From an optimization exercise on the open Yosys and OpenROAD flow, aimed at small area, a short achievable clock period and few clock cycles; shortcuts taken in it are not production practice.
RTL that was checked went through simulation tests only; none was proved equivalent to the original.
The RTL of run 4 was laid out without a check of its function.
Power is estimated from default activity; no workload was simulated.

==> flow/design.v <==
module divider
	# (parameter SIZE = 32)
   (input clk,
	input start,
	input reset,
	input [SIZE - 1:0] divisor, dividend,
	output reg error, done,
	output [SIZE - 1:0] quotient, remainder
	);
localparam [1:0] IDLE = 2'd0, NORM = 2'd1, ITER = 2'd2;
reg [1:0] state;
reg [SIZE-1:0] r, q, d;
reg [4:0] cnt;
reg [4:0] lz_d, lz_r;     
function [4:0] lzc;      
	input [SIZE-1:0] x;
	integer i;
	begin
		lzc = 5'd0;
		for (i = 0; i < SIZE; i = i + 1)
			if (x[i]) lzc = SIZE - 1 - i;
	end
endfunction
function [SIZE-1:0] smear;
	input [SIZE-1:0] x;
	integer i;
	begin
		smear = x;
		for (i = 1; i < SIZE; i = i * 2)
			smear = smear | (smear >> i);
	end
endfunction
wire [4:0] n = lz_d - lz_r;    
wire       dvsr_zero = (divisor == 0);
wire       q_zero = dvsr_zero | (|(divisor & ~smear(dividend)));
function [SIZE:0] sub_ks;      
	input [SIZE-1:0] a, b;
	reg [SIZE:0] g, p;
	integer k, s;
	begin
		g = {a & ~b, 1'b1};        
		p = {~(a ^ b), 1'b0};
		for (s = 1; s <= SIZE; s = s * 2)
			for (k = SIZE; k >= s; k = k - 1) begin
				g[k] = g[k] | (p[k] & g[k-s]);
				p[k] = p[k] & p[k-s];
			end
		sub_ks = {g[SIZE], ~(a ^ b) ^ g[SIZE-1:0]};
	end
endfunction
wire [SIZE:0] sres = sub_ks(r, d);
wire [SIZE-1:0] diff = sres[SIZE-1:0];
wire          ge = sres[SIZE];
assign quotient  = q;
assign remainder = r;
always @(posedge clk) begin
	if (reset) begin
		state <= IDLE;
		done  <= 1'b0;
		error <= 1'b0;
	end else begin
		done  <= 1'b0;
		error <= 1'b0;
		case (state)
			IDLE:
				if (start) begin
					done  <= q_zero;
					error <= dvsr_zero;
					if (!q_zero) state <= NORM;
				end
			NORM:
				state <= ITER;
			ITER:
				if (cnt == 0) begin
					state <= IDLE;
					done  <= 1'b1;
				end
			default:
				state <= IDLE;
		endcase
	end
end
wire idle = (state == IDLE);
wire take = ge & (state == ITER);
always @(posedge clk)
	r <= ({SIZE{idle}} & dividend) | ({SIZE{take}} & diff) | ({SIZE{~idle & ~take}} & r);
always @(posedge clk) begin
	lz_d <= lzc(divisor);
	lz_r <= lzc(dividend);
end
always @(posedge clk)
	q <= idle ? {SIZE{1'b0}} : {q[SIZE-2:0], take};
always @(posedge clk) begin
	case (state)
		IDLE: d <= divisor;
		NORM: d <= d << n;
		default: d <= d >> 1;
	endcase
	cnt <= (state == NORM) ? n : cnt - 1'b1;
end
endmodule
==> flow/flow/run.sh <==
#!/bin/bash
set -euo pipefail
export BUFFER_PORTS_ARGS="-buffer_cell sky130_fd_sc_hd__buf_1"
export CTS_ARGS="-sink_clustering_enable -repair_clock_nets -buf_list sky130_fd_sc_hd__clkbuf_8 -dont_use_dummy_load"
bash standard.sh > standard.log 2>&1
==> flow/standard.sh <==
#!/bin/bash
# synth_recipe.tcl (not shown) runs the flow's synth.tcl, then flattens the netlist and writes it again
# the make line also repeats each setting of config.mk as NAME=value (left out here)
make -C /OpenROAD-flow-scripts/flow DESIGN_CONFIG=/design/flow/config.mk WORK_HOME=/design/flow/orfs CLKGATE_MAP_FILE= SYNTH_SCRIPT=/design/flow/synth_recipe.tcl "${@:-finish}"
==> flow/config.mk <==
export PLATFORM = sky130hd
export DESIGN_NAME = divider
export DESIGN_NICKNAME = divider
export VERILOG_FILES = /design/flow/design.v
export SDC_FILE = /design/flow/constraint.sdc
export NUM_CORES = 4
export LEC_CHECK = 0
export CAP_MARGIN = 20
export CORE_MARGIN = 2
export CORE_UTILIZATION = 40
export CTS_BUF_LIST = sky130_fd_sc_hd__clkbuf_8
export PLACE_DENSITY = 0.6
export SETUP_SLACK_MARGIN = 3.0
export SLEW_MARGIN = 20
export TNS_END_PERCENT = 0
==> flow/constraint.sdc <==
create_clock -name core_clock -period 4.0 [get_ports {clk}]
set_input_delay 0.8000 -clock core_clock [delete_from_list [all_inputs] [get_ports {clk}]]
set_output_delay 0.8000 -clock core_clock [all_outputs]
set_load 0.01 [all_outputs]
==> impl_metrics.csv, run 1 <==
group,metric,value,unit
status,outcome,"complete, no violations",
worst_hold_path,hp-class,"flip-flop to flip-flop",
clocking,clockBufferDepth,2,
timing,slew_headroom,0.5212,
routing,post_drt_wl_per_cell,20.32,um
clocking,cts_made_buffers,17,
routing,drt_iter0_markers,882,
yosys,muxShareOfSynthArea,0.1125,
yosys,yosysWarnings,1,
setup_path,cp.buffers_inverters,3,
setup_path,crit_required,4.33,ns
place,io_buffers,132,
yosys,syn_nets,1073,
routing,drc,0,
cells_and_area,drive_gt1_frac,0.1694,
setup_path,crit_family,"adder cells",
yosys,netlist_area,0.007896,mm^2
place,place_area,0.008781,mm^2
setup_path,worstSetupEndpointType,"flip-flop",
cells_and_area,register_area,0.002349,mm^2
clocking,cts_sinks,115,
global_routing,antenna_found_initial,0,
place,hpwl,20420,um
floorplanning,die_x,144.5,um
floorplanning,std_cell_rows,51,
routing,firstDrtPassIters,5,
setup_path,path_cells,"inv_2 > ha_4 > inv_2 > fa_2 > clkbuf_16 > mux4_2 > mux2i_1 > mux2i_1 > a211oi_1 > o31ai_1",
clocking,hold_buffers,0,
pwr,vdd_drop_max,0.0002304,V
setup_path,crit_fanout,7,
pwr,power_density,476.9,mW/mm^2
routing,vias,8210,
timing,skew,0.03332,ns
yosys,syn_avg_cell_area,8.166,um^2
cells_and_area,fillers,1931,
yosys,ys.flop_type,"dfxtp_1",
place,place.gp.congestion,0.9551,
cells_and_area,area_growth,23.26,%
setup_path,startpoint_type,"flip-flop",
floorplanning,initial_core_util,0.4071,
setup_path,arrival,3.17,ns
cells_and_area,layout.nets,1218,
pwr,p_leak,3.845,nW
cells_and_area,antenna_cells,0,
timing,final.setup.tns,0,ns
routing,routed_wl,27940,um
yosys,synth-simple-area-share,0.1707,
global_routing,grt_max_degree,50,
yosys,ys_seq_elements,115,
timing,post-route-min-period,2.838,ns
setup_path,crit_path_max_incr_delay,0.65,ns
yosys,synth-compound-area-share,0.2646,
timing,rsz0062_at_grt,"true",
cells_and_area,design_area,0.009733,mm^2
floorplanning,die_h,144.5,um
clocking,cts_tree,"yes",
timing,timing_hold_violations_final,0,
clocking,cts-htree-levels,4,
floorplanning,core_area,0.01940,mm^2
setup_path,path_class,"flip-flop to flip-flop",
routing,postRouteAntennaNets,0,
cells_and_area,multi_input_area,0.005609,mm^2
floorplanning,dieArea,0.02088,mm^2
setup_path,rrSetupSlack,1.16,ns
timing,setup-violations-final,0,
yosys,synth_cell_types,67,
timing,slew_violations,0,
clocking,root_buffer,"clkbuf_8",
global_routing,grt_usage,0.2689,
clocking,path_clk_slew,0.07,ns
yosys,synth_top_family_by_area,"compound AO/OA/AOI/OAI gates",
routing,vias_per_cell,5.971,
flow_run,drv_cap,0,
floorplanning,ios,133,
yosys,ys_seq_area_frac,0.2916,
global_routing,overflow,0,
timing,fmax,0.3524,GHz
timing,worst_pin_slew,0.7182,ns
global_routing,grt_pass1_wl,42590,um
yosys,async_flop_share,0,
yosys,synth_edf_count,0,
setup_path,crit_slowest_cell,"fa_2",
global_routing,grt_pass1_vias,7596,
timing,post-route-period-util,0.7094,
yosys,synth_fa_ha_area_frac,0.06275,
clocking,clk_latency,0.47,ns
yosys,yosys.area_share.xor_xnor,0.03549,
yosys,synthCells,967,
[power by group]
part	total, mW	internal, mW	switching, mW
Combinational	2.38	1.05	1.33
Clock	0.807	0.372	0.435
Sequential	1.46	1.30	0.159
[layer usage]
layer	part of all wire	track usage	up-vias
met1	0.44	0.3740	3882
li1	-	-	3844
met4	0.034	0.1139	0
met5	0	0	-
met2	0.45	0.4053	413
met3	0.085	0.05364	71
[cell usage in the layout, fill, tap and decap left out, types with 9 or more instances in the layout]
master,netlist,layout
xnor2_1,19,16
a221o_1,27,27
ha_1,38,20
nor3_1,27,26
a21o_1,17,17
ha_4,0,15
buf_1,3,132
and2_1,32,32
a22oi_1,10,10
nand2_1,58,58
nor2_1,99,94
nor2b_1,12,12
inv_2,1,10
nand2b_1,11,11
o31ai_1,10,10
clkbuf_8,0,17
a221oi_1,15,15
a21oi_2,2,9
mux2i_1,55,46
buf_4,2,31
o21ai_1,5,10
dfxtp_1,115,90
xor2_1,13,12
mux4_2,13,13
o21ai_0,68,59
nor4_1,16,14
a211oi_1,26,24
dfxtp_2,0,19
inv_1,74,64
a21oi_1,66,58
nand3_1,9,9
[logic make-up after synthesis]
family | after synthesis
simple gates | 283
fa+ha+maj | 39
compound gates | 303
mux | 72
flops | 115
buf+inv | 123
xor+xnor | 32
[area by class of cell]
cell class / count / share of cell area
multi-input cells: 729 / 0.5763
well taps: 265 / 0.03407
flip-flops and latches: 115 / 0.2413
clock buffers: 17 / 0.02404
repair buffers: 173 / 0.09474
inverters: 76 / 0.02957
[sequential cells by signal (all words and copies together), names as in the netlist]
register / cells
d: 32
q: 32
r: 32
cnt: 5
lz_d: 5
lz_r: 5
state: 2
done: 1
error: 1
[cell usage after synthesis, types with 13 or more instances]
| master | number | area [um^2] |
|---|---|---|
| nand2_1 | 58 | 217.7 |
| mux2i_1 | 55 | 550.5 |
| inv_1 | 74 | 277.8 |
| nor3_1 | 27 | 135.1 |
| xnor2_1 | 19 | 166.4 |
| ha_1 | 38 | 475.5 |
| o21ai_0 | 68 | 340.3 |
| a21o_1 | 17 | 127.6 |
| clkbuf_1 | 33 | 123.9 |
| a221o_1 | 27 | 270.3 |
| xor2_1 | 13 | 113.9 |
| nor4_1 | 16 | 100.1 |
| a211oi_1 | 26 | 195.2 |
| nor2_1 | 99 | 371.6 |
| a221oi_1 | 15 | 131.4 |
| dfxtp_1 | 115 | 2302 |
| and2_1 | 32 | 200.2 |
| mux4_2 | 13 | 292.8 |
| a21oi_1 | 66 | 330.3 |
[path summary, 6_finish.rpt]
| kind | start | end | cells past startpoint |
|---|---|---|---|
| min | q[10]$_SDFF_PP0_ | q[11]$_SDFF_PP0_ | 1 |
| min reg2reg | q[10]$_SDFF_PP0_ | q[11]$_SDFF_PP0_ | 1 |
| max | lz_d[0]$_SDFF_PP0_ | d[25]$_DFF_P_ | 10 |
| max reg2reg | lz_d[0]$_SDFF_PP0_ | d[25]$_DFF_P_ | 10 |
[repair_timing]
action                                  CTS  global route
gates resized for setup                  71            42
endpoints found under the setup margin  181           181
pin swaps                                14            10
gates cloned                              2             1
setup buffers                            20             2
[metrics by stage]
stage / cells / utilization / power (mW) / hold WS (ns) / setup WS, ns
floorplan: 967 / - / 2.924 / 0.4384 / 1.469
global placement: 1333 / 0.4527 / 3.459 / 0.4309 / 0.5655
detailed placement: 1333 / 0.4527 / 3.451 / 0.4392 / 0.6348
CTS: 1372 / 0.4914 / 4.485 / 0.4421 / 1.223
global route: 1375 / 0.5017 / 4.915 / 0.4670 / 1.097
finish: 1375 / 0.5017 / 4.642 / 0.4397 / 1.162
Testbench counts, summed over its fixed seeds: cycles 13,020.
==> run 2, diff against run 1 <==
--- a/flow/config.mk
+++ b/flow/config.mk
@@ -10,6 +10,6 @@
 export CORE_UTILIZATION = 40
 export CTS_BUF_LIST = sky130_fd_sc_hd__clkbuf_8
 export PLACE_DENSITY = 0.6
-export SETUP_SLACK_MARGIN = 3.0
+export SETUP_SLACK_MARGIN = 1.6
 export SLEW_MARGIN = 20
 export TNS_END_PERCENT = 0
==> run 2 against run 1 <==
Compared with the run above: routed wire length unchanged; die area unchanged; clock skew is the same; non-clock buffer count stayed put; hold slack is the same; via count did not move; sequential cell count stayed put; setup slack stayed put; sequential power hardly changed; maximum frequency did not move; largest power group unchanged.
==> impl_metrics.csv, run 2 <==
group,metric,value,unit
status,outcome,"complete, no violations",
yosys,synth.area.top_cells,"dfxtp_1, mux2i_1, ha_1",
cells_and_area,area_growth,23.26,%
yosys,yosysWarnings,1,
timing,fmax,0.3524,GHz
floorplanning,core_area,0.01940,mm^2
yosys,synth_edf_count,0,
timing,worst_pin_slew,0.7182,ns
yosys,syn_nets,1073,
routing,vias,8210,
cells_and_area,reg_top3,"d x32, q x32, r x32",
cells_and_area,antenna_cells,0,
pwr,vdd_drop_max,0.0002304,V
cells_and_area,layout_common_cells,"buf_1, nor2_1, dfxtp_1",
worst_hold_path,hp-class,"flip-flop to flip-flop",
cells_and_area,design_area,0.009733,mm^2
place,io_buffers,132,
timing,post-route-period-util,0.7094,
cells_and_area,register_area,0.002349,mm^2
place,place_area,0.008781,mm^2
setup_path,path_class,"flip-flop to flip-flop",
yosys,synth_commonest_cells,"dfxtp_1, nor2_1, inv_1",
yosys,ys_seq_area_frac,0.2916,
floorplanning,initial_core_util,0.4071,
clocking,cts_sinks,115,
cells_and_area,stdcell_count,1375,
global_routing,overflow,0,
timing,timing_hold_violations_final,0,
setup_path,crit_path_max_incr_delay,0.65,ns
routing,firstDrtPassIters,5,
setup_path,crit_fanout,7,
yosys,syn_avg_cell_area,8.166,um^2
clocking,cts_tree,"yes",
routing,drc,0,
timing,slew_headroom,0.5212,
yosys,synthCells,967,
global_routing,grt_pass1_vias,7596,
timing,slew_violations,0,
floorplanning,std_cell_rows,51,
global_routing,grt_pass1_wl,42590,um
timing,rsz0062_at_grt,"true",
routing,vias_per_cell,5.971,
clocking,clk_latency,0.47,ns
clocking,cts-htree-levels,4,
floorplanning,ios,133,
cells_and_area,layout.nets,1218,
routing,routed_wl,27940,um
clocking,path_clk_slew,0.07,ns
timing,timing.hold.ws,0.4397,ns
cells_and_area,final_common_cell,"buf_1",
timing,post-route-min-period,2.838,ns
yosys,ys.flop_type,"dfxtp_1",
yosys,ys_seq_elements,115,
setup_path,worstSetupEndpointType,"flip-flop",
yosys,synth_top_area_share,0.2916,
pwr,power_density,476.9,mW/mm^2
yosys,synth.most_common_cell,"dfxtp_1",
clocking,cts_made_buffers,17,
flow_run,drv_cap,0,
yosys,async_flop_share,0,
routing,postRouteAntennaNets,0,
global_routing,grt_max_degree,50,
place,hpwl,20420,um
yosys,netlist_area,0.007896,mm^2
place,dp_cells,1333,
timing,skew,0.03332,ns
setup_path,startpoint_type,"flip-flop",
floorplanning,dieArea,0.02088,mm^2
global_routing,antenna_found_initial,0,
cells_and_area,drive_gt1_frac,0.1694,
pwr,p_leak,3.845,nW
routing,drt_iter0_markers,882,
yosys,yosys.area.top_type,"dfxtp_1",
timing,final.setup.tns,0,ns
timing,setup-violations-final,0,
global_routing,grt_usage,0.2689,
setup_path,crit_family,"adder cells",
routing,post_drt_wl_per_cell,20.32,um
clocking,root_buffer,"clkbuf_8",
yosys,synth_cell_types,67,
floorplanning,die_x,144.5,um
floorplanning,die_h,144.5,um
setup_path,path_cells,"inv_2 > ha_4 > inv_2 > fa_2 > clkbuf_16 > mux4_2 > mux2i_1 > mux2i_1 > a211oi_1 > o31ai_1",
place,place.gp.congestion,0.9551,
setup_path,arrival,3.17,ns
cells_and_area,multi_input_area,0.005609,mm^2
setup_path,crit_required,4.33,ns
setup_path,cp.buffers_inverters,3,
cells_and_area,fillers,1931,
setup_path,crit_slowest_cell,"fa_2",
clocking,clockBufferDepth,2,
==> run 2: cell counts after synthesis <==
No cell type changed its count.
==> run 2: path summary, 6_finish.rpt <==
| path | start | end | slack [ns] | depth (start not counted) |
|---|---|---|---|---|
| setup / recovery | lz_d[0]$_SDFF_PP0_ | d[25]$_DFF_P_ | 1.16 | 10 |
| hold / removal | q[10]$_SDFF_PP0_ | q[11]$_SDFF_PP0_ | 0.44 | 1 |
| setup reg to reg | lz_d[0]$_SDFF_PP0_ | d[25]$_DFF_P_ | 1.16 | 10 |
| hold reg to reg | q[10]$_SDFF_PP0_ | q[11]$_SDFF_PP0_ | 0.44 | 1 |
==> run 2: logic make-up (layout without fill, tap and decap cells) <==
group	count (synthesis)	count (layout)	synth area share
xor gates and xnor gates	32	32	0.03549
AOI/OAI and AO/OA	303	303	0.2646
DFF	115	115	0.2916
and+or+nand+nor	283	283	0.1707
muxes	72	72	0.1125
adders and majority gates	39	39	0.06275
buffers and inverters	123	266	0.06243
==> run 2: routing by layer <==
layer,GRT usage,vias to the layer above,part of all wire
li1,-,3844,-
met1,0.3740,3882,0.44
met2,0.4053,413,0.45
met3,0.05364,71,0.085
met4,0.1139,0,0.034
met5,0,-,0
==> run 2: metrics by stage <==
stage               worst slack [ns]  total power, mW  utilization
floorplan                      1.469            2.924            -
finish                         1.162            4.642       0.5017
global placement              0.5655            3.459       0.4527
CTS                            1.223            4.485       0.4914
global route                   1.097            4.915       0.5017
detailed placement            0.6348            3.451       0.4527
==> run 2: repair_timing <==
item,4_1_cts,5_1_grt
endpoints found under the setup margin,67,70
hold buffers,0,0
pin swaps,14,10
gates cloned,2,1
buffers inserted,20,2
resized for setup,71,42
==> run 2: worst register-to-register path, delay by kind of cell, from the launching register on <==
kind | cells | cell delay [ns]
muxes | 3 | 0.76
adders and majority gates | 2 | 0.77
AOI/OAI and AO/OA | 2 | 0.57
DFF | 1 | 0.31
buffers and inverters | 3 | 0.30
==> run 2: cell type report <==
class | count | share of cell area
flip-flops and latches | 115 | 0.2413
multi-input cells | 729 | 0.5763
inverters | 76 | 0.02957
repair buffers | 173 | 0.09474
well taps | 265 | 0.03407
clock buffers | 17 | 0.02404
==> run 2: power by group <==
part	internal [mW]	switching (mW)	total, mW
combinational	1.05	1.33	2.38
clock	0.372	0.435	0.807
sequential	1.30	0.159	1.46
total	2.72	1.93	4.64
==> run 3, diff against run 2 <==
--- a/flow/config.mk
+++ b/flow/config.mk
@@ -8,8 +8,7 @@
 export CAP_MARGIN = 20
 export CORE_MARGIN = 2
 export CORE_UTILIZATION = 40
-export CTS_BUF_LIST = sky130_fd_sc_hd__clkbuf_8
-export PLACE_DENSITY = 0.6
-export SETUP_SLACK_MARGIN = 1.6
+export PLACE_DENSITY = 0.75
+export SETUP_SLACK_MARGIN = 2.0
 export SLEW_MARGIN = 20
 export TNS_END_PERCENT = 0
==> run 3 against run 2 <==
Compared with the run above: hold slack improved by 0.0018 ns; clock skew fell by 0.0020 ns; sequential power barely moved; sequential share of layout area fell by 0.37 points; synthesized area did not move.
==> impl_metrics.csv, run 3 <==
group,metric,value,unit
status,outcome,"complete, no violations",
setup_path,crit_required,4.34,ns
yosys,synth_top_family_by_area,"compound AO/OA/AOI/OAI gates",
global_routing,grt_usage,0.2702,
setup_path,path_class,"flip-flop to flip-flop",
pwr,comb_power_share,0.522,
worst_hold_path,hp-class,"flip-flop to flip-flop",
floorplanning,std_cell_rows,51,
clocking,root_buffer,"clkbuf_8",
routing,drc,0,
cells_and_area,register_area,0.002346,mm^2
global_routing,grt_max_degree,51,
yosys,synth_fa_ha_area_frac,0.06275,
timing,rsz0062_at_grt,"true",
pwr,p_leak,3.901,nW
yosys,yosys.area_share.xor_xnor,0.03549,
global_routing,grt_pass1_wl,43080,um
yosys,synth.most_common_cell,"dfxtp_1",
cells_and_area,multi_input_area,0.005648,mm^2
routing,routed_wl,28700,um
setup_path,crit_slowest_cell,"fa_2",
clocking,cts-htree-levels,4,
pwr,p_sw,1.968,mW
yosys,synth.area.top_cells,"dfxtp_1, mux2i_1, ha_1",
place,hpwl,20040,um
floorplanning,die_h,144.5,um
yosys,yosys.area.top_type,"dfxtp_1",
clocking,path_clk_slew,0.08,ns
timing,timing_hold_violations_final,0,
yosys,synth_cell_types,67,
clocking,hold_buffers,0,
yosys,yosysWarnings,1,
yosys,synthCells,967,
routing,vias_per_cell,6.192,
setup_path,crit_fanout,8,
setup_path,crit_path_max_incr_delay,0.60,ns
setup_path,crit_family,"multiplexers",
clocking,clk_latency,0.46,ns
yosys,synth_edf_count,0,
cells_and_area,reg_top3,"d x32, q x32, r x32",
clocking,clockBufferDepth,2,
global_routing,antenna_found_initial,0,
yosys,syn_nets,1073,
routing,vias,8595,
yosys,synth-compound-area-share,0.2646,
yosys,netlist_area,0.007896,mm^2
cells_and_area,drive_gt1_frac,0.1774,
timing,worst_pin_slew,0.6674,ns
setup_path,startpoint_type,"flip-flop",
routing,firstDrtPassIters,7,
setup_path,worstSetupEndpointType,"flip-flop",
pwr,power_frac_seq,0.309,
setup_path,cp.buffers_inverters,3,
timing,post-route-min-period,2.819,ns
setup_path,path_depth,12,
place,place.gp.congestion,0.9766,
pwr,p_sw_frac,0.4165,
clocking,cts_sinks,115,
timing,fmax,0.3548,GHz
timing,skew,0.03135,ns
floorplanning,dieArea,0.02088,mm^2
timing,timing.hold.ws,0.4415,ns
yosys,syn_avg_cell_area,8.166,um^2
timing,slew_violations,0,
cells_and_area,final_common_cell,"buf_1",
pwr,internal_power,2.758,mW
yosys,async_flop_share,0,
timing,setup-violations-final,0,
routing,postRouteAntennaNets,0,
setup_path,path_cells,"inv_2 > ha_4 > inv_2 > fa_2 > buf_12 > mux4_2 > mux2i_2 > mux2i_1 > mux2i_1 > nor2_1 > a21oi_1 > o21ai_0",
cells_and_area,area_growth,25.05,%
global_routing,grt_pass1_vias,7814,
cells_and_area,fillers,1865,
yosys,synth-simple-area-share,0.1707,
yosys,synth_top_area_share,0.2916,
yosys,ys_seq_area_frac,0.2916,
clocking,cts_tree,"yes",
global_routing,overflow,0,
timing,slew_headroom,0.5534,
setup_path,arrival,3.16,ns
timing,final.setup.tns,0,ns
pwr,pwr-share-clk,0.170,
floorplanning,core_area,0.01940,mm^2
yosys,ys.flop_type,"dfxtp_1",
setup_path,rr_worst_depth,12,
cells_and_area,layout_common_cells,"buf_1, nor2_1, dfxtp_1",
yosys,synth_commonest_cells,"dfxtp_1, nor2_1, inv_1",
place,io_buffers,132,
routing,drt_iter0_markers,1170,
worst_hold_path,hold-path-cell-count,1,
pwr,vdd_drop_max,0.0002833,V
timing,post-route-period-util,0.7047,
cells_and_area,layout.nets,1230,
yosys,muxShareOfSynthArea,0.1125,
flow_run,drv_cap,0,
pwr,power_density,478.6,mW/mm^2
floorplanning,ios,133,
yosys,ys_seq_elements,115,
clocking,cts_made_buffers,17,
floorplanning,initial_core_util,0.4071,
routing,post_drt_wl_per_cell,20.67,um
floorplanning,die_x,144.5,um
-- run 3: what timing repair did --
item,4_1_cts,5_1_grt
gates cloned,3,0
endpoints found under the setup margin,71,73
setup buffers,29,5
resized for setup,88,28
pin swaps,18,10
-- run 3: cell families (layout without fill, tap and decap cells) --
| family | count (synthesis) | in the layout |
|---|---|---|
| fa+ha+maj | 39 | 39 |
| simple gates | 283 | 283 |
| compound gates | 303 | 303 |
| xor+xnor | 32 | 32 |
| other cells | 0 | 1 |
| mux | 72 | 72 |
| buf+inv | 123 | 278 |
| flops | 115 | 115 |
-- run 3: final timing paths --
path                       from               end  slack (ns)
max reg2reg  lz_d[0]$_SDFF_PP0_     d[28]$_DFF_P_        1.18
min            q[16]$_SDFF_PP0_  q[17]$_SDFF_PP0_        0.44
min reg2reg    q[16]$_SDFF_PP0_  q[17]$_SDFF_PP0_        0.44
max          lz_d[0]$_SDFF_PP0_     d[28]$_DFF_P_        1.18
-- run 3: routing by layer --
metal / vias up / routed length (um) / GRT usage
met1: 4089 / 11310 / 0.3530
met3: 81 / 3060 / 0.06258
met4: 0 / 1056 / 0.1083
met2: 560 / 13270 / 0.4313
met5: - / 0 / 0
li1: 3865 / - / -
-- run 3: metrics by stage --
stage	cell area (um^2)	total power, mW	setup WS, ns	utilization	instances
2_1_floorplan	8011	2.924	1.469	-	967
3_3_place_gp	8781	3.427	0.4791	0.4527	1333
3_5_place_dp	8781	3.451	0.5459	0.4527	1333
4_1_cts	9711	4.528	1.246	0.5006	1382
5_1_grt	9872	4.964	1.116	0.5089	1387
6_report	9874	4.726	1.181	0.5090	1388
-- run 3: power by group through the flow --
stage | registers [mW] | clock network (mW) | logic [mW]
floorplan | 1.44 | 0 | 1.48
global placement | 1.46 | 0 | 1.97
detailed placement | 1.47 | 0 | 1.98
CTS | 1.45 | 0.797 | 2.28
global route | 1.47 | 0.846 | 2.65
finish | 1.46 | 0.802 | 2.47
-- run 3: layout make-up --
cell class / count / area share
inverters: 76 / 0.02940
flip-flops and latches: 115 / 0.2376
clock buffers: 17 / 0.02369
well taps: 265 / 0.03358
multi-input cells: 729 / 0.5720
diodes: 1 / 0.0002534
repair buffers: 185 / 0.1035
==> run 4, diff against run 3 <==
--- a/flow/design.v
+++ b/flow/design.v
@@ -32,7 +32,7 @@
 endfunction
 wire [4:0] n = lz_d - lz_r;    
 wire       dvsr_zero = (divisor == 0);
-wire       q_zero = dvsr_zero | (|(divisor & ~smear(dividend)));
+wire       q_zero = dvsr_zero | (lzc(divisor) < lzc(dividend)) | (dividend == 0);
 function [SIZE:0] sub_ks;      
 	input [SIZE-1:0] a, b;
 	reg [SIZE:0] g, p;
--- a/flow/config.mk
+++ b/flow/config.mk
@@ -8,7 +8,8 @@
 export CAP_MARGIN = 20
 export CORE_MARGIN = 2
 export CORE_UTILIZATION = 40
-export PLACE_DENSITY = 0.75
+export CTS_BUF_LIST = sky130_fd_sc_hd__clkbuf_8
+export PLACE_DENSITY = 0.6
 export SETUP_SLACK_MARGIN = 2.0
 export SLEW_MARGIN = 20
 export TNS_END_PERCENT = 0
==> run 4 against run 3 <==
Compared with the run above: still clean; core utilization is 2.2 points lower; die area shrank 1.8%; routed wire length fell by 12%; count of clock-buffer cells in the layout did not move; sequential cell count unchanged; final area decreased by 7.1%; maximum frequency fell by 12%; combinational power fell by 8.5%; cell count shrank 3.6%; power down 4.2%; critical path type unchanged; highest routed layer unchanged.
==> impl_metrics.csv, run 4 <==
group,metric,value,unit
flow_run,drv_cap,0,
yosys,synthCells,947,
yosys,async_flop_share,0,
setup_path,path_cells,"inv_1 > ha_1 > o21ai_2 > a2bb2oi_2 > o21ai_2 > a41oi_4 > a2111oi_4 > o31ai_4 > o2111ai_4 > a21o_4 > buf_4 > nor2_1 > a221o_1",
cells_and_area,design_area,0.009171,mm^2
clocking,clk_latency,0.44,ns
place,pre_cts_ws,0.06687,ns
timing,skew,0.02306,ns
yosys,synth_commonest_cells,"dfxtp_1, a21oi_1, nand2_1",
setup_path,path_class,"flip-flop to flip-flop",
timing,worst_pin_slew,0.9323,ns
pwr,power_frac_seq,0.324,
floorplanning,ios,133,
global_routing,grt_pass1_wl,38070,um
routing,postRouteAntennaNets,0,
status,outcome,"complete, no violations",
floorplanning,die_h,143.2,um
place,place.gp.congestion,0.9410,
yosys,yosys.area_share.xor_xnor,0.03956,
clocking,path_clk_slew,0.08,ns
global_routing,grt_max_degree,47,
pwr,pwr-share-clk,0.176,
setup_path,crit_required,4.31,ns
pwr,finalPower,4.525,mW
timing,post-route-period-util,0.8028,
floorplanning,die_x,143.2,um
timing,fmax,0.3114,GHz
pwr,vdd_drop_max,0.0002635,V
timing,rsz0062_at_grt,"true",
pwr,comb_power_share,0.499,
cells_and_area,fillers,1861,
yosys,synth_top_area_share,0.2971,
setup_path,crit_path_max_incr_delay,0.49,ns
timing,post-route-min-period,3.211,ns
worst_hold_path,hp-class,"flip-flop to flip-flop",
yosys,yosysWarnings,1,
yosys,synth-simple-area-share,0.1513,
yosys,synth_cell_types,65,
worst_hold_path,hold-path-cell-count,1,
routing,firstDrtPassIters,8,
yosys,synth_edf_count,0,
clocking,cts-htree-levels,4,
routing,vias,7601,
pwr,power_density,493.4,mW/mm^2
global_routing,grt_pass1_vias,6937,
routing,drc,0,
yosys,netlist_area,0.007749,mm^2
yosys,synth.most_common_cell,"dfxtp_1",
floorplanning,initial_core_util,0.4115,
timing,final.setup.tns,0,ns
pwr,internal_power,2.627,mW
yosys,ys_seq_elements,115,
pwr,p_sw,1.899,mW
cells_and_area,layout.nets,1190,
cells_and_area,final_util,0.4870,
clocking,hold_buffers,0,
setup_path,rr_worst_depth,13,
pwr,p_sw_frac,0.4196,
floorplanning,std_cell_rows,50,
timing,finalWorstSetupSlack,0.7888,ns
setup_path,crit_top_cell,"o21ai_2",
yosys,synth_fa_ha_area_frac,0.07040,
cells_and_area,drive_gt1_frac,0.1215,
cells_and_area,stdcell_count,1338,
floorplanning,dieArea,0.02050,mm^2
clocking,cts_made_buffers,17,
yosys,synth.area.top_cells,"dfxtp_1, ha_1, mux2i_1",
floorplanning,core_area,0.01883,mm^2
cells_and_area,final_common_cell,"buf_1",
routing,post_drt_wl_per_cell,18.95,um
clocking,root_buffer,"clkbuf_8",
place,dp_cells,1309,
yosys,synth-compound-area-share,0.2823,
clocking,cts_tree,"yes",
timing,timing_hold_violations_final,0,
yosys,syn_nets,1057,
timing,slew_headroom,0.3763,
timing,slew_violations,0,
timing,setup-violations-final,0,
global_routing,grt_usage,0.2420,
setup_path,worstSetupEndpointType,"flip-flop",
global_routing,overflow,0,
cells_and_area,layout_common_cells,"buf_1, dfxtp_1, a21oi_1",
yosys,yosys.area.top_type,"dfxtp_1",
routing,drt_iter0_markers,620,
cells_and_area,reg_top3,"d x32, q x32, r x32",
yosys,ys_seq_area_frac,0.2971,
cells_and_area,antenna_cells,0,
routing,vias_per_cell,5.681,
place,place_area,0.008542,mm^2
place,hpwl,18990,um
yosys,synth_top_family_by_area,"compound AO/OA/AOI/OAI gates",
cells_and_area,area_growth,18.36,%
timing,timing.hold.ws,0.4411,ns
yosys,syn_avg_cell_area,8.182,um^2
routing,routed_wl,25360,um
setup_path,crit_slowest_cell,"a2111oi_4",
clocking,cts_sinks,115,
pwr,p_leak,3.751,nW
global_routing,antenna_found_initial,0,
setup_path,crit_fanout,5,
clocking,clockBufferDepth,2,
place,io_buffers,132,
setup_path,arrival,3.53,ns
setup_path,startpoint_type,"flip-flop",
yosys,ys.flop_type,"dfxtp_1",
yosys,muxShareOfSynthArea,0.09898,
## run 4: cell types whose count changed in the layout (fill, tap and decap cells not counted), sizes merged, moves of 6 or more
cell / previous run / this run
a21oi: 68 / 81
a221o: 27 / 5
a22oi: 10 / 25
buf: 185 / 160
inv: 75 / 69
mux2i: 55 / 44
nand2: 58 / 74
nor2: 99 / 57
nor2b: 12 / 4
o21a: 3 / 10
o21ai: 74 / 87
## run 4: what timing repair did
item | 4_1_cts | 5_1_grt
endpoints found under the setup margin | 72 | 75
pin swaps | 20 | 21
buffers inserted | 6 | 5
cloned | 0 | 1
gates resized for setup | 34 | 32
## run 4: cell families after synthesis
kind of cell,count (synthesis)
AO/OA/AOI/OAI,330
AND/OR/NAND/NOR,245
buffers and inverters,118
flip-flops,115
multiplexers,61
adder cells (fa/ha/maj),43
XOR/XNOR,35
## run 4: cell type report
cell class,count,area (um^2),share of cell area
Multi-Input combinational cell,715,5250,0.5724
Sequential cell,115,2320,0.2529
Timing Repair Buffer,161,779.5,0.08499
Tap cell,260,325.3,0.03547
Inverter,70,262.8,0.02865
Clock buffer,17,234.0,0.02551
## run 4: worst max-delay path: cells and delay by family, from the launching register on
kind                     cells  cell delay, ns
AND/OR/NAND/NOR              1            0.04
AO/OA/AOI/OAI                9            2.16
flip-flops                   1            0.36
buffers and inverters        2            0.20
adder cells (fa/ha/maj)      1            0.32
## run 4: worst paths after layout
path	startpoint	endpoint	slack (ns)
setup / recovery	r[0]$_DFF_P_	r[12]$_DFF_P_	0.79
hold reg to reg	q[3]$_SDFF_PP0_	q[4]$_SDFF_PP0_	0.44
hold / removal	q[3]$_SDFF_PP0_	q[4]$_SDFF_PP0_	0.44
setup reg to reg	r[0]$_DFF_P_	r[12]$_DFF_P_	0.79
## run 4: routing by layer
layer,global-route usage,share of wire,up-vias
met5,0,0,-
met4,0.08129,0.023,0
met3,0.04125,0.059,45
met2,0.3956,0.47,281
met1,0.3232,0.45,3548
li1,-,-,3727
## run 4: power groups by stage
stage,Sequential (mW),Combinational (mW),Clock (mW)
2_1_floorplan,1.46,1.57,0
3_3_place_gp,1.48,2.07,0
3_5_place_dp,1.48,2.08,0
4_1_cts,1.46,2.13,0.817
5_1_grt,1.49,2.47,0.853
6_report,1.47,2.26,0.798
==> run 5, diff against run 4 <==
--- a/flow/design.v
+++ b/flow/design.v
@@ -32,7 +32,7 @@
 endfunction
 wire [4:0] n = lz_d - lz_r;    
 wire       dvsr_zero = (divisor == 0);
-wire       q_zero = dvsr_zero | (lzc(divisor) < lzc(dividend)) | (dividend == 0);
+wire       q_zero = dvsr_zero | (|(divisor & ~smear(dividend)));
 function [SIZE:0] sub_ks;      
 	input [SIZE-1:0] a, b;
 	reg [SIZE:0] g, p;
==> flow/flow/run.sh (replaced) <==
#!/bin/bash
set -euo pipefail
export BUFFER_PORTS_ARGS="-buffer_cell sky130_fd_sc_hd__buf_1"
export CTS_ARGS="-sink_clustering_enable -repair_clock_nets -sink_clustering_size 30 -sink_clustering_max_diameter 200 -buf_list sky130_fd_sc_hd__clkbuf_8 -root_buf sky130_fd_sc_hd__clkbuf_8"
bash standard.sh > standard.log 2>&1
==> run 5 against run 4 <==
Compared with the run above: still clean on timing, DRC and antenna; via count grew 7.2%; setup slack gained 0.38 ns; sequential share of layout area shrank 1.5 points; clock power grew 48%; synthesized area grew 1.9%; cell count grew 3.4%; die area grew 1.9%; combinational power grew 5%; largest power group unchanged; highest routed layer is now met5.
==> impl_metrics.csv, run 5 <==
group,metric,value,unit
status,outcome,"complete, no violations",
setup_path,worstSetupEndpointType,"flip-flop",
global_routing,antenna_found_initial,1,
setup_path,path_class,"flip-flop to flip-flop",
worst_hold_path,hp-class,"flip-flop to flip-flop",
yosys,ys.flop_type,"dfxtp_1",
timing,skew,0.01519,ns
timing,setup-violations-final,0,
cells_and_area,final_common_cell,"buf_1",
clocking,path_clk_slew,0.09,ns
yosys,synth_commonest_cells,"dfxtp_1, nor2_1, inv_1",
routing,drt_iter0_markers,793,
setup_path,arrival,3.18,ns
cells_and_area,register_area,0.002345,mm^2
global_routing,grt_max_degree,50,
timing,post-route-min-period,2.835,ns
floorplanning,initial_core_util,0.4071,
cells_and_area,drive_gt1_frac,0.1691,
clocking,root_buffer,"clkbuf_8",
global_routing,grt_pass1_vias,7588,
place,hpwl,20420,um
yosys,netlist_area,0.007896,mm^2
place,place.gp.congestion,0.9551,
setup_path,crit_slowest_cell,"fa_2",
clocking,clk_latency,0.48,ns
clocking,cts_tree,"yes",
yosys,synth.area.top_cells,"dfxtp_1, mux2i_1, ha_1",
routing,post_drt_wl_per_cell,20.26,um
pwr,vdd_drop_max,0.0002359,V
setup_path,startpoint_type,"flip-flop",
yosys,ys_seq_elements,115,
routing,postRouteAntennaNets,0,
timing,final.setup.tns,0,ns
setup_path,crit_required,4.34,ns
timing,post-route-period-util,0.7087,
yosys,synth_cell_types,67,
cells_and_area,reg_top3,"d x32, q x32, r x32",
timing,timing_hold_violations_final,0,
clocking,clockBufferDepth,2,
floorplanning,core_area,0.01940,mm^2
cells_and_area,multi_input_area,0.005632,mm^2
timing,worst_pin_slew,0.7172,ns
clocking,cts_sinks,115,
setup_path,path_cells,"inv_2 > ha_4 > inv_1 > fa_2 > buf_12 > buf_8 > mux4_2 > mux2i_2 > mux2i_1 > a211oi_2 > o31ai_1",
yosys,synth_edf_count,0,
place,io_buffers,132,
yosys,ys_seq_area_frac,0.2916,
flow_run,drv_cap,0,
floorplanning,dieArea,0.02088,mm^2
floorplanning,ios,133,
cells_and_area,stdcell_count,1384,
setup_path,crit_path_max_incr_delay,0.58,ns
floorplanning,die_x,144.5,um
yosys,yosys.area.top_type,"dfxtp_1",
global_routing,overflow,0,
yosys,syn_nets,1073,
setup_path,crit_fanout,8,
floorplanning,die_h,144.5,um
yosys,synthCells,967,
routing,vias,8150,
yosys,yosysWarnings,1,
timing,fmax,0.3528,GHz
global_routing,grt_pass1_wl,42530,um
cells_and_area,layout.nets,1211,
floorplanning,std_cell_rows,51,
timing,slew_violations,0,
routing,drc,0,
yosys,async_flop_share,0,
routing,routed_wl,28040,um
pwr,p_leak,3.887,nW
routing,vias_per_cell,5.889,
place,dp_cells,1333,
yosys,syn_avg_cell_area,8.166,um^2
yosys,synth.most_common_cell,"dfxtp_1",
timing,slew_headroom,0.5219,
cells_and_area,layout_common_cells,"buf_1, nor2_1, dfxtp_1",
clocking,cts_made_buffers,17,
global_routing,grt_usage,0.2680,
routing,firstDrtPassIters,6,
pwr,power_density,509.2,mW/mm^2
timing,rsz0062_at_grt,"true",
clocking,cts-htree-levels,4,
cells_and_area,fillers,1927,
cells_and_area,area_growth,24.89,%
yosys,synth_top_area_share,0.2916,
[run 5: cell count changes after synthesis, sizes merged, moves of 5 or more]
cell	change
nor2b	+8
o21a	-7
nand2	-16
a22oi	-15
a221o	+22
a21oi	-13
inv	+6
mux2i	+11
o21ai	-13
o211a	-5
a221oi	+5
clkbuf	-5
and2	-5
nor2	+42
[run 5: cells by family after synthesis]
family,count (synthesis),synth area share
buf+inv,123,0.06243
mux,72,0.1125
simple gates,283,0.1707
fa+ha+maj,39,0.06275
xor+xnor,32,0.03549
compound gates,303,0.2646
flops,115,0.2916
[run 5: report_power, final]
part	leakage (nW)	internal, mW	switching, mW
Clock	0.206	0.591	0.593
Combinational	2.72	1.04	1.35
Sequential	0.957	1.29	0.160
[run 5: what timing repair did]
action | in CTS | in global routing
cloned | 1 | 1
pin swaps | 13 | 7
gates resized for setup | 64 | 46
hold buffers | 0 | 0
setup endpoints to repair | 74 | 75
setup buffers | 9 | 7
endpoints found under the hold margin | 0 | 0
[run 5: stage by stage]
stage | util | total power [mW] | setup slack [ns] | hold WS, ns | instance area [um^2]
2_1_floorplan | - | 2.924 | 1.469 | 0.4384 | 8011
3_3_place_gp | 0.4527 | 3.459 | 0.5655 | 0.4309 | 8781
3_5_place_dp | 0.4527 | 3.451 | 0.6348 | 0.4392 | 8781
4_1_cts | 0.4926 | 4.808 | 1.234 | 0.4550 | 9555
5_1_grt | 0.5083 | 5.293 | 1.129 | 0.4757 | 9859
6_report | 0.5084 | 5.022 | 1.165 | 0.4475 | 9862
[run 5: final timing paths]
kind	depth (start not counted)	end	from	slack, ns
max	11	d[25]$_DFF_P_	lz_d[0]$_SDFF_PP0_	1.17
min	1	q[11]$_SDFF_PP0_	q[10]$_SDFF_PP0_	0.45
max reg2reg	11	d[25]$_DFF_P_	lz_d[0]$_SDFF_PP0_	1.17
min reg2reg	1	q[11]$_SDFF_PP0_	q[10]$_SDFF_PP0_	0.45
[run 5: layer usage]
metal  share of wire  vias up  global-route usage
met5         0.00032        -                   0
met2            0.45      325              0.4078
met4           0.029        2              0.1053
met3           0.073       66             0.05629
li1                -     3834                   -
met1            0.45     3923              0.3710
[run 5: critical path, delay by kind of cell, from the launching register on]
kind	cells	cell delay [ns]
compound gates	2	0.47
buf+inv	4	0.40
mux	3	0.82
fa+ha+maj	2	0.70
flops	1	0.31
[run 5: cell type report]
class                           count  share of cell area
Clock inverter                     14             0.01700
Sequential cell                   115              0.2378
Clock buffer                       18             0.02512
Tap cell                          265             0.03362
Multi-Input combinational cell    729              0.5710
Inverter                           76             0.02918
Timing Repair Buffer              166             0.08602
Antenna cell                        1           0.0002537
Testbench counts of run 5, summed over its fixed seeds: cycles 13,020.
==> run 6, diff against run 5 <==
==> flow/flow/run.sh (replaced) <==
#!/bin/bash
set -euo pipefail
export BUFFER_PORTS_ARGS="-buffer_cell sky130_fd_sc_hd__buf_1"
bash standard.sh > standard.log 2>&1
--- a/flow/config.mk
+++ b/flow/config.mk
@@ -9,6 +9,7 @@
 export CORE_MARGIN = 2
 export CORE_UTILIZATION = 40
 export CTS_BUF_LIST = sky130_fd_sc_hd__clkbuf_8
+export GPL_ROUTABILITY_DRIVEN = 0
 export PLACE_DENSITY = 0.6
 export SETUP_SLACK_MARGIN = 2.0
 export SLEW_MARGIN = 20
==> run 6 against run 5 <==
Compared with the run above: still clean on timing, DRC and antenna; critical path depth is 1 higher; via count is 0.22% higher; power is 0.46% lower; clock power is 4% lower; die area stayed put; non-clock buffer count is 6 higher; register-to-register slack hardly changed; core utilization is 0.077 points higher; maximum frequency is 0.53% higher; synthesized area stayed put; sequential share of layout area hardly changed; critical path type unchanged; largest power group unchanged.
==> impl_metrics.csv, run 6 <==
group,metric,value,unit
timing,timing_hold_violations_final,0,
routing,postRouteAntennaNets,0,
setup_path,timing.rr.start,"d[18]$_DFF_P_",
pwr,power_density,506.1,mW/mm^2
cells_and_area,design_area,0.009877,mm^2
pwr,p_leak,3.900,nW
floorplanning,die_x,144.5,um
routing,firstDrtPassIters,5,
setup_path,startpoint,"d[18]$_DFF_P_",
cells_and_area,area_growth,25.08,%
pwr,p_sw,2.067,mW
cells_and_area,stdcell_count,1390,
floorplanning,core_area,0.01940,mm^2
place,place_area,0.008773,mm^2
yosys,yosys.area.top_type,"dfxtp_1",
cells_and_area,layout.nets,1217,
yosys,synth_top_area_share,0.2916,
pwr,power_frac_seq,0.292,
clocking,hold_buffers,0,
yosys,async_flop_share,0,
setup_path,crit_fanout,6,
status,outcome,"complete, no violations",
routing,routed_wl,27950,um
cells_and_area,reg_top3,"d x32, q x32, r x32",
worst_hold_path,worstHoldStart,"q[30]$_SDFF_PP0_",
timing,worst_pin_slew,0.8623,ns
pwr,p_sw_frac,0.4136,
timing,fmax,0.3546,GHz
clocking,clockBufferDepth,2,
yosys,synth_commonest_cells,"dfxtp_1, nor2_1, inv_1",
cells_and_area,register_area,0.002349,mm^2
timing,final.setup.tns,0,ns
global_routing,grt_usage,0.2668,
floorplanning,die_h,144.5,um
routing,drc,0,
clocking,root_buffer,"clkbuf_8",
clocking,cts_tree,"yes",
setup_path,path_class,"flip-flop to flip-flop",
clocking,cts-htree-levels,4,
flow_run,drv_cap,0,
clocking,cts_made_buffers,17,
place,io_buffers,132,
yosys,yosysWarnings,1,
cells_and_area,fillers,1933,
global_routing,grt_pass1_vias,7514,
cells_and_area,final_util,0.5092,
timing,setup-violations-final,0,
cells_and_area,drive_gt1_frac,0.1833,
pwr,vdd_drop_max,0.0002410,V
cells_and_area,final_common_cell,"buf_1",
timing,post-route-min-period,2.820,ns
setup_path,startpoint_type,"flip-flop",
timing,rsz0062_at_grt,"true",
cells_and_area,multi_input_area,0.005610,mm^2
timing,slew_headroom,0.4198,
yosys,netlist_area,0.007896,mm^2
timing,slew_violations,0,
timing,post-route-period-util,0.7049,
yosys,ys_seq_area_frac,0.2916,
timing,skew,0.01094,ns
floorplanning,initial_core_util,0.4071,
pwr,internal_power,2.931,mW
yosys,ys_seq_elements,115,
cells_and_area,layout_common_cells,"buf_1, nor2_1, dfxtp_1",
routing,vias,8168,
yosys,syn_avg_cell_area,8.166,um^2
pwr,comb_power_share,0.483,
yosys,syn_nets,1073,
routing,vias_per_cell,5.876,
clocking,cts_sinks,115,
setup_path,crit_required,4.34,ns
clocking,clk_latency,0.45,ns
yosys,synth_cell_types,67,
setup_path,worstSetupEndpointType,"flip-flop",
routing,drt_iter0_markers,943,
global_routing,overflow,0,
setup_path,arrival,3.16,ns
floorplanning,std_cell_rows,51,
pwr,pwr-share-clk,0.225,
yosys,synth.most_common_cell,"dfxtp_1",
worst_hold_path,hp-class,"flip-flop to flip-flop",
global_routing,grt_pass1_wl,42340,um
clocking,path_clk_slew,0.08,ns
floorplanning,ios,133,
yosys,synth_edf_count,0,
routing,post_drt_wl_per_cell,20.11,um
global_routing,grt_max_degree,46,
yosys,ys.flop_type,"dfxtp_1",
global_routing,antenna_found_initial,1,
place,dp_cells,1332,
floorplanning,dieArea,0.02088,mm^2
yosys,synthCells,967,
yosys,synth.area.top_cells,"dfxtp_1, mux2i_1, ha_1",
place,hpwl,20360,um
-- run 6: cell counts after synthesis --
Identical to the previous run, type by type.
-- run 6: layer usage --
metal | routed length (um) | up-vias | global-route usage
met5 | 0 | - | 0
met4 | 743 | 0 | 0.08482
met3 | 2085 | 48 | 0.04536
met2 | 12760 | 360 | 0.4118
met1 | 12360 | 3909 | 0.3791
li1 | - | 3851 | -
-- run 6: logic make-up after synthesis --
logic type      Yosys count  synth area share
flops                   115            0.2916
compound gates          303            0.2646
fa+ha+maj                39           0.06275
buf+inv                 123           0.06243
xor+xnor                 32           0.03549
mux                      72            0.1125
simple gates            283            0.1707
-- run 6: area by class of cell --
| cell class | count | share of cell area |
|---|---|---|
| Tap cell | 265 | 0.03357 |
| Clock buffer | 18 | 0.02508 |
| Inverter | 76 | 0.02914 |
| Sequential cell | 115 | 0.2378 |
| Timing Repair Buffer | 172 | 0.09083 |
| Antenna cell | 1 | 0.0002534 |
| Clock inverter | 14 | 0.01533 |
| Multi-Input combinational cell | 729 | 0.5680 |
-- run 6: repair_timing --
item / in CTS / in global routing
buffers inserted: 14 / 9
setup endpoints to repair: 74 / 75
cloned: 1 / 1
gates resized for setup: 53 / 68
pin swaps: 15 / 11
-- run 6: worst max-delay path: stages (launching register included) --
cell and delay (ns):
dfxtp_4 0.38, inv_2 0.06, ha_4 0.23, nand2_1 0.11
o21ai_2 0.07, or4_4 0.48, a32oi_2 0.23, o21ai_4 0.11
o2111ai_4 0.25, a211o_4 0.28, clkbuf_16 0.19, nor3_1 0.06
a221o_1 0.25
-- run 6: worst paths after layout --
kind | end | slack [ns] | cells past startpoint
max | r[1]$_DFF_P_ | 1.18 | 12
min | q[31]$_SDFF_PP0_ | 0.45 | 1
max reg2reg | r[1]$_DFF_P_ | 1.18 | 12
min reg2reg | q[31]$_SDFF_PP0_ | 0.45 | 1
-- run 6: through the flow --
step	power, mW	setup slack [ns]	hold WS (ns)
6_report	4.998	1.180	0.4534
4_1_cts	4.752	1.172	0.4575
5_1_grt	5.285	1.110	0.4782
3_5_place_dp	3.463	0.6533	0.4375
2_1_floorplan	2.924	1.469	0.4384
3_3_place_gp	3.467	0.6691	0.4321
-- run 6: power groups by stage --
stage	clock network (mW)	registers (mW)	logic, mW
after floorplan	0	1.44	1.48
final	1.13	1.46	2.41
after global placement	0	1.47	2.00
after global routing	1.18	1.48	2.62
after CTS	1.13	1.45	2.17
after detailed placement	0	1.46	2.00
==> run 7, diff against run 6 <==
--- a/flow/config.mk
+++ b/flow/config.mk
@@ -9,7 +9,6 @@
 export CORE_MARGIN = 2
 export CORE_UTILIZATION = 40
 export CTS_BUF_LIST = sky130_fd_sc_hd__clkbuf_8
-export GPL_ROUTABILITY_DRIVEN = 0
 export PLACE_DENSITY = 0.6
 export SETUP_SLACK_MARGIN = 2.0
 export SLEW_MARGIN = 20
==> run 7 against run 6 <==
Compared with the run above: via count shrank 0.22%; final area shrank 0.15%; synthesized area is the same; routed wire length up 0.30%; sequential power barely moved; critical path depth decreased by 1; clock skew increased by 0.0043 ns; cell count fell by 0.43%; first-iteration DRC count shrank 16%; power grew 0.46%; critical path type unchanged.
==> impl_metrics.csv, run 7 <==
group,metric,value,unit
setup_path,crit_slowest_cell,"fa_2",
yosys,ys_seq_area_frac,0.2916,
clocking,root_buffer,"clkbuf_8",
cells_and_area,reg_top3,"d x32, q x32, r x32",
timing,post-route-period-util,0.7087,
clocking,cts_made_buffers,17,
floorplanning,initial_core_util,0.4071,
setup_path,timing.rr.start,"lz_d[0]$_SDFF_PP0_",
yosys,synth_top_area_share,0.2916,
yosys,synth_commonest_cells,"dfxtp_1, nor2_1, inv_1",
setup_path,crit_family,"multiplexers",
yosys,synth.most_common_cell,"dfxtp_1",
timing,finalWorstSetupSlack,1.165,ns
setup_path,crit_fanout,8,
setup_path,crit_required,4.34,ns
place,place.gp.congestion,0.9551,
cells_and_area,drive_gt1_frac,0.1691,
routing,drc,0,
cells_and_area,layout.nets,1211,
floorplanning,ios,133,
timing,final.setup.tns,0,ns
cells_and_area,final_util,0.5084,
yosys,synth.area.top_cells,"dfxtp_1, mux2i_1, ha_1",
setup_path,rrSetupSlack,1.17,ns
routing,firstDrtPassIters,6,
worst_hold_path,min_to,"q[11]$_SDFF_PP0_",
timing,post-route-min-period,2.835,ns
routing,postRouteAntennaNets,0,
pwr,power_density,509.2,mW/mm^2
global_routing,grt_usage,0.2680,
floorplanning,core_area,0.01940,mm^2
clocking,cts_sinks,115,
routing,routed_wl,28040,um
setup_path,rr_worst_depth,11,
worst_hold_path,hp-class,"flip-flop to flip-flop",
clocking,cts-htree-levels,4,
setup_path,arrival,3.18,ns
setup_path,reg2reg_to,"d[25]$_DFF_P_",
global_routing,overflow,0,
yosys,ys.flop_type,"dfxtp_1",
yosys,syn_avg_cell_area,8.166,um^2
timing,fmax,0.3528,GHz
floorplanning,dieArea,0.02088,mm^2
yosys,syn_nets,1073,
clocking,clk_latency,0.48,ns
timing,rsz0062_at_grt,"true",
setup_path,cp.buffers_inverters,4,
status,outcome,"complete, no violations",
place,io_buffers,132,
clocking,path_clk_slew,0.09,ns
yosys,yosysWarnings,1,
routing,post_drt_wl_per_cell,20.26,um
routing,vias_per_cell,5.889,
flow_run,drv_cap,0,
cells_and_area,stdcell_count,1384,
routing,drt_iter0_markers,793,
worst_hold_path,hold-path-cell-count,1,
setup_path,path_cells,"inv_2 > ha_4 > inv_1 > fa_2 > buf_12 > buf_8 > mux4_2 > mux2i_2 > mux2i_1 > a211oi_2 > o31ai_1",
pwr,p_leak,3.887,nW
yosys,yosys.area.top_type,"dfxtp_1",
yosys,ys_seq_elements,115,
clocking,clockBufferDepth,2,
timing,timing_hold_violations_final,0,
place,hpwl,20420,um
global_routing,grt_pass1_wl,42530,um
timing,worst_pin_slew,0.7172,ns
pwr,vdd_drop_max,0.0002359,V
timing,slew_headroom,0.5219,
setup_path,worstSetupEndpointType,"flip-flop",
cells_and_area,layout_common_cells,"buf_1, nor2_1, dfxtp_1",
floorplanning,die_x,144.5,um
yosys,synth_cell_types,67,
place,dp_cells,1333,
worst_hold_path,worstHoldStart,"q[10]$_SDFF_PP0_",
timing,setup-violations-final,0,
floorplanning,die_h,144.5,um
yosys,async_flop_share,0,
global_routing,antenna_found_initial,1,
setup_path,crit_path_max_incr_delay,0.58,ns
yosys,netlist_area,0.007896,mm^2
global_routing,grt_max_degree,50,
floorplanning,std_cell_rows,51,
yosys,synth_edf_count,0,
cells_and_area,final_common_cell,"buf_1",
cells_and_area,area_growth,24.89,%
global_routing,grt_pass1_vias,7588,
setup_path,path_class,"flip-flop to flip-flop",
pwr,finalPower,5.022,mW
timing,slew_violations,0,
clocking,hold_buffers,0,
clocking,cts_tree,"yes",
routing,vias,8150,
setup_path,startpoint_type,"flip-flop",
place,pre_cts_ws,0.6348,ns
yosys,synthCells,967,
timing,skew,0.01519,ns
-- run 7: layer usage --
metal  global-route usage  wire length [um]
met5                    0                 9
met4               0.1053               825
met3              0.05629              2052
met2               0.4078             12580
met1               0.3710             12570
-- run 7: worst max-delay path by stage --
stage,startpoint,endpoint,depth (start not counted)
after CTS,d[4]$_DFF_P_,r[29]$_DFF_P_,11
after global routing,d[13]$_DFF_P_,r[29]$_DFF_P_,11
final,lz_d[0]$_SDFF_PP0_,d[25]$_DFF_P_,11
after detailed placement,dividend[1],state[0]$_SDFFE_PP0P_,10
after global placement,dividend[1],state[0]$_SDFFE_PP0P_,10
after floorplan,d[5]$_DFF_P_,r[3]$_DFF_P_,12
-- run 7: kinds of logic after synthesis --
family,synth area share
AO/OA/AOI/OAI,0.2646
multiplexers,0.1125
adder cells (fa/ha/maj),0.06275
XOR/XNOR,0.03549
AND/OR/NAND/NOR,0.1707
buffers and inverters,0.06243
flip-flops,0.2916
-- run 7: cell type report --
type / instances / area [um^2]
antenna: 1 / 2.502
clock inverter: 14 / 167.7
clock buffer: 18 / 247.7
inverter: 76 / 287.8
tap: 265 / 331.6
timing repair buffer: 166 / 848.3
sequential: 115 / 2345
fill: 1927 / 9537
multi-input combinational: 729 / 5632
-- run 7: repair_timing --
action	in CTS	in global routing
buffers inserted	9	7
endpoints found under the setup margin	74	75
cloned	1	1
resized for setup	64	46
pin swaps	13	7
-- run 7: power by group --
group	leakage (nW)	internal, mW	total, mW	switching [mW]
registers	0.957	1.29	1.45	0.160
clock network	0.206	0.591	1.18	0.593
logic	2.72	1.04	2.38	1.35
-- run 7: metrics by stage --
step	hold WS [ns]	instance area (um^2)
2_1_floorplan	0.4384	8011
3_3_place_gp	0.4309	8781
3_5_place_dp	0.4392	8781
4_1_cts	0.4550	9555
5_1_grt	0.4757	9859
6_report	0.4475	9862
-- run 7: worst reg2reg max path: stages, from the launching register on --
cell and delay [ns]:
dfxtp_1 0.31, inv_2 0.06, ha_4 0.12, inv_1 0.05, fa_2 0.58, buf_12 0.15, buf_8 0.14, mux4_2 0.36
mux2i_2 0.26, mux2i_1 0.20, a211oi_2 0.37, o31ai_1 0.10
==> run 8, diff against run 7 <==
--- a/flow/config.mk
+++ b/flow/config.mk
@@ -6,6 +6,8 @@
 export NUM_CORES = 4
 export LEC_CHECK = 0
 export CAP_MARGIN = 20
+export CELL_PAD_IN_SITES_DETAIL_PLACEMENT = 0
+export CELL_PAD_IN_SITES_GLOBAL_PLACEMENT = 0
 export CORE_MARGIN = 2
 export CORE_UTILIZATION = 40
 export CTS_BUF_LIST = sky130_fd_sc_hd__clkbuf_8
==> run 8 against run 7 <==
Compared with the run above: setup slack unchanged; cell count unchanged; still clean on timing, DRC and antenna; register-to-register slack about the same; global-route usage unchanged; non-clock buffer count unchanged; final area unchanged.
==> impl_metrics.csv, run 8 <==
group,metric,value,unit
floorplanning,dieArea,0.02088,mm^2
cells_and_area,area_growth,24.89,%
global_routing,antenna_found_initial,1,
floorplanning,die_x,144.5,um
clocking,cts_sinks,115,
place,io_buffers,132,
routing,vias,8150,
yosys,synth_commonest_cells,"dfxtp_1, nor2_1, inv_1",
cells_and_area,layout_common_cells,"buf_1, nor2_1, dfxtp_1",
setup_path,startpoint_type,"flip-flop",
timing,fmax,0.3528,GHz
timing,final.setup.tns,0,ns
yosys,async_flop_share,0,
cells_and_area,register_area,0.002345,mm^2
floorplanning,initial_core_util,0.4071,
clocking,path_clk_slew,0.09,ns
clocking,root_buffer,"clkbuf_8",
pwr,pwr-share-clk,0.236,
pwr,p_leak,3.887,nW
routing,drt_iter0_markers,793,
routing,vias_per_cell,5.889,
pwr,power_frac_seq,0.290,
worst_hold_path,hp-class,"flip-flop to flip-flop",
routing,routed_wl,28040,um
timing,post-route-period-util,0.7087,
global_routing,grt_usage,0.2680,
clocking,cts_made_buffers,17,
cells_and_area,fillers,1927,
place,hpwl,20420,um
timing,post-route-min-period,2.835,ns
pwr,p_sw_frac,0.4181,
timing,skew,0.01519,ns
flow_run,drv_cap,0,
status,outcome,"complete, no violations",
pwr,finalPower,5.022,mW
yosys,ys_seq_elements,115,
yosys,ys_seq_area_frac,0.2916,
floorplanning,std_cell_rows,51,
global_routing,grt_pass1_vias,7588,
timing,timing_hold_violations_final,0,
yosys,ys.flop_type,"dfxtp_1",
routing,post_drt_wl_per_cell,20.26,um
yosys,synth.area.top_cells,"dfxtp_1, mux2i_1, ha_1",
timing,slew_headroom,0.5219,
timing,rsz0062_at_grt,"true",
clocking,cts_tree,"yes",
cells_and_area,layout.nets,1211,
setup_path,crit_required,4.34,ns
global_routing,grt_max_degree,50,
cells_and_area,drive_gt1_frac,0.1691,
timing,timing.hold.ws,0.4475,ns
yosys,yosysWarnings,1,
routing,drc,0,
routing,postRouteAntennaNets,0,
pwr,power_density,509.2,mW/mm^2
yosys,syn_avg_cell_area,8.166,um^2
yosys,netlist_area,0.007896,mm^2
routing,firstDrtPassIters,6,
clocking,clk_latency,0.48,ns
setup_path,arrival,3.18,ns
pwr,internal_power,2.922,mW
pwr,comb_power_share,0.475,
cells_and_area,reg_top3,"d x32, q x32, r x32",
timing,worst_pin_slew,0.7172,ns
pwr,vdd_drop_max,0.0002359,V
cells_and_area,final_common_cell,"buf_1",
floorplanning,ios,133,
cells_and_area,multi_input_area,0.005632,mm^2
global_routing,grt_pass1_wl,42530,um
timing,setup-violations-final,0,
setup_path,crit_fanout,8,
setup_path,rrSetupSlack,1.17,ns
yosys,synth_top_area_share,0.2916,
pwr,p_sw,2.099,mW
yosys,synth_edf_count,0,
timing,slew_violations,0,
yosys,syn_nets,1073,
global_routing,overflow,0,
floorplanning,core_area,0.01940,mm^2
clocking,clockBufferDepth,2,
yosys,synthCells,967,
yosys,synth.most_common_cell,"dfxtp_1",
floorplanning,die_h,144.5,um
yosys,yosys.area.top_type,"dfxtp_1",
clocking,cts-htree-levels,4,
place,place.gp.congestion,0.9551,
setup_path,path_class,"flip-flop to flip-flop",
yosys,synth_cell_types,67,
setup_path,worstSetupEndpointType,"flip-flop",
[run 8: cell counts after synthesis]
No cell type changed its count.
[run 8: metrics by stage]
stage | area, um^2 | cells | setup slack [ns] | utilization
floorplan | 8011 | 967 | 1.469 | -
global placement | 8781 | 1333 | 0.5655 | 0.4527
detailed placement | 8781 | 1333 | 0.6348 | 0.4527
CTS | 9555 | 1375 | 1.234 | 0.4926
global route | 9859 | 1383 | 1.129 | 0.5083
finish | 9862 | 1384 | 1.165 | 0.5084
[run 8: path summary, 6_finish.rpt]
| path | from | end | cells past startpoint |
|---|---|---|---|
| worst max-delay path | lz_d[0]$_SDFF_PP0_ | d[25]$_DFF_P_ | 11 |
| worst min register to register | q[10]$_SDFF_PP0_ | q[11]$_SDFF_PP0_ | 1 |
| worst min-delay path | q[10]$_SDFF_PP0_ | q[11]$_SDFF_PP0_ | 1 |
| worst max register to register | lz_d[0]$_SDFF_PP0_ | d[25]$_DFF_P_ | 11 |
[run 8: critical path, cell delays in order (launching register included)]
cell and delay [ns]:
dfxtp_1 0.31, inv_2 0.06, ha_4 0.12, inv_1 0.05, fa_2 0.58, buf_12 0.15, buf_8 0.14, mux4_2 0.36
mux2i_2 0.26, mux2i_1 0.20, a211oi_2 0.37, o31ai_1 0.10
[run 8: power by group through the flow]
stage                     registers, mW  clock network, mW  logic, mW
after floorplan                    1.44                  0       1.48
after global placement             1.47                  0       1.99
after detailed placement           1.46                  0       1.99
after CTS                          1.45               1.20       2.16
after global routing               1.47               1.24       2.58
final                              1.45               1.18       2.38
[run 8: cells by family after synthesis]
group | share of synthesized area
compound gates | 0.2646
simple gates | 0.1707
buf+inv | 0.06243
flops | 0.2916
mux | 0.1125
fa+ha+maj | 0.06275
xor+xnor | 0.03549
[run 8: layer usage]
metal / wire [um] / vias up / global-route usage
met5: 9 / - / 0
met4: 825 / 2 / 0.1053
met3: 2052 / 66 / 0.05629
met2: 12580 / 325 / 0.4078
met1: 12570 / 3923 / 0.3710
li1: - / 3834 / -
[run 8: repair_timing]
action	4_1_cts	5_1_grt
resized for setup	64	46
hold buffers	0	0
pin swaps	13	7
endpoints found under the setup margin	74	75
setup buffers	9	7
cloned	1	1
[run 8: layout make-up]
cell class	instances	area share
diodes	1	0.0002537
clock buffers	18	0.02512
clock inverters	14	0.01700
inverters	76	0.02918
multi-input cells	729	0.5710
flip-flops and latches	115	0.2378
well taps	265	0.03362
repair buffers	166	0.08602

## re-timing with driven ports
The flow's constraints put no driver on any port. The routed layouts listed below were extracted and timed again, unchanged, in two steps. Step 1, drivers: a clkbuf_16 drives clk and a buf_2 each remaining input, both assumed. Step 2 also shifts input and output timing later by t, the mid clock arrival at the registers, as if the neighbouring blocks saw the same clock. Three values: no drivers, after step 1, after step 2; two values: the first two.
run | shift t [ns] | setup slack, ns | worst slew at a driven data input, ns | cell pins on the clock port's net
run 1 | 0.496 | 1.162 / 1.162 / 0.849 | 0.07 | 1
run 2 | 0.496 | 1.162 / 1.162 / 0.849 | 0.07 | 1
run 3 | 0.484 | 1.181 / 1.181 / 0.956 | 0.10 | 1
run 4 | 0.468 | 0.789 / 0.786 / 0.319 | 0.06 | 1
run 5 | 0.516 | 1.165 / 1.165 / 0.863 | 0.07 | 1
run 6 | 0.490 | 1.180 / 1.180 / 0.718 | 0.08 | 1
run 7 | 0.516 | 1.165 / 1.165 / 0.863 | 0.07 | 1
run 8 | 0.516 | 1.165 / 1.165 / 0.863 | 0.07 | 1
After both steps setup and hold are still met in every run listed. For run 4, which loses most, drivers alone change the setup slack by -0.003 ns; drivers and shift together by -0.470 ns.
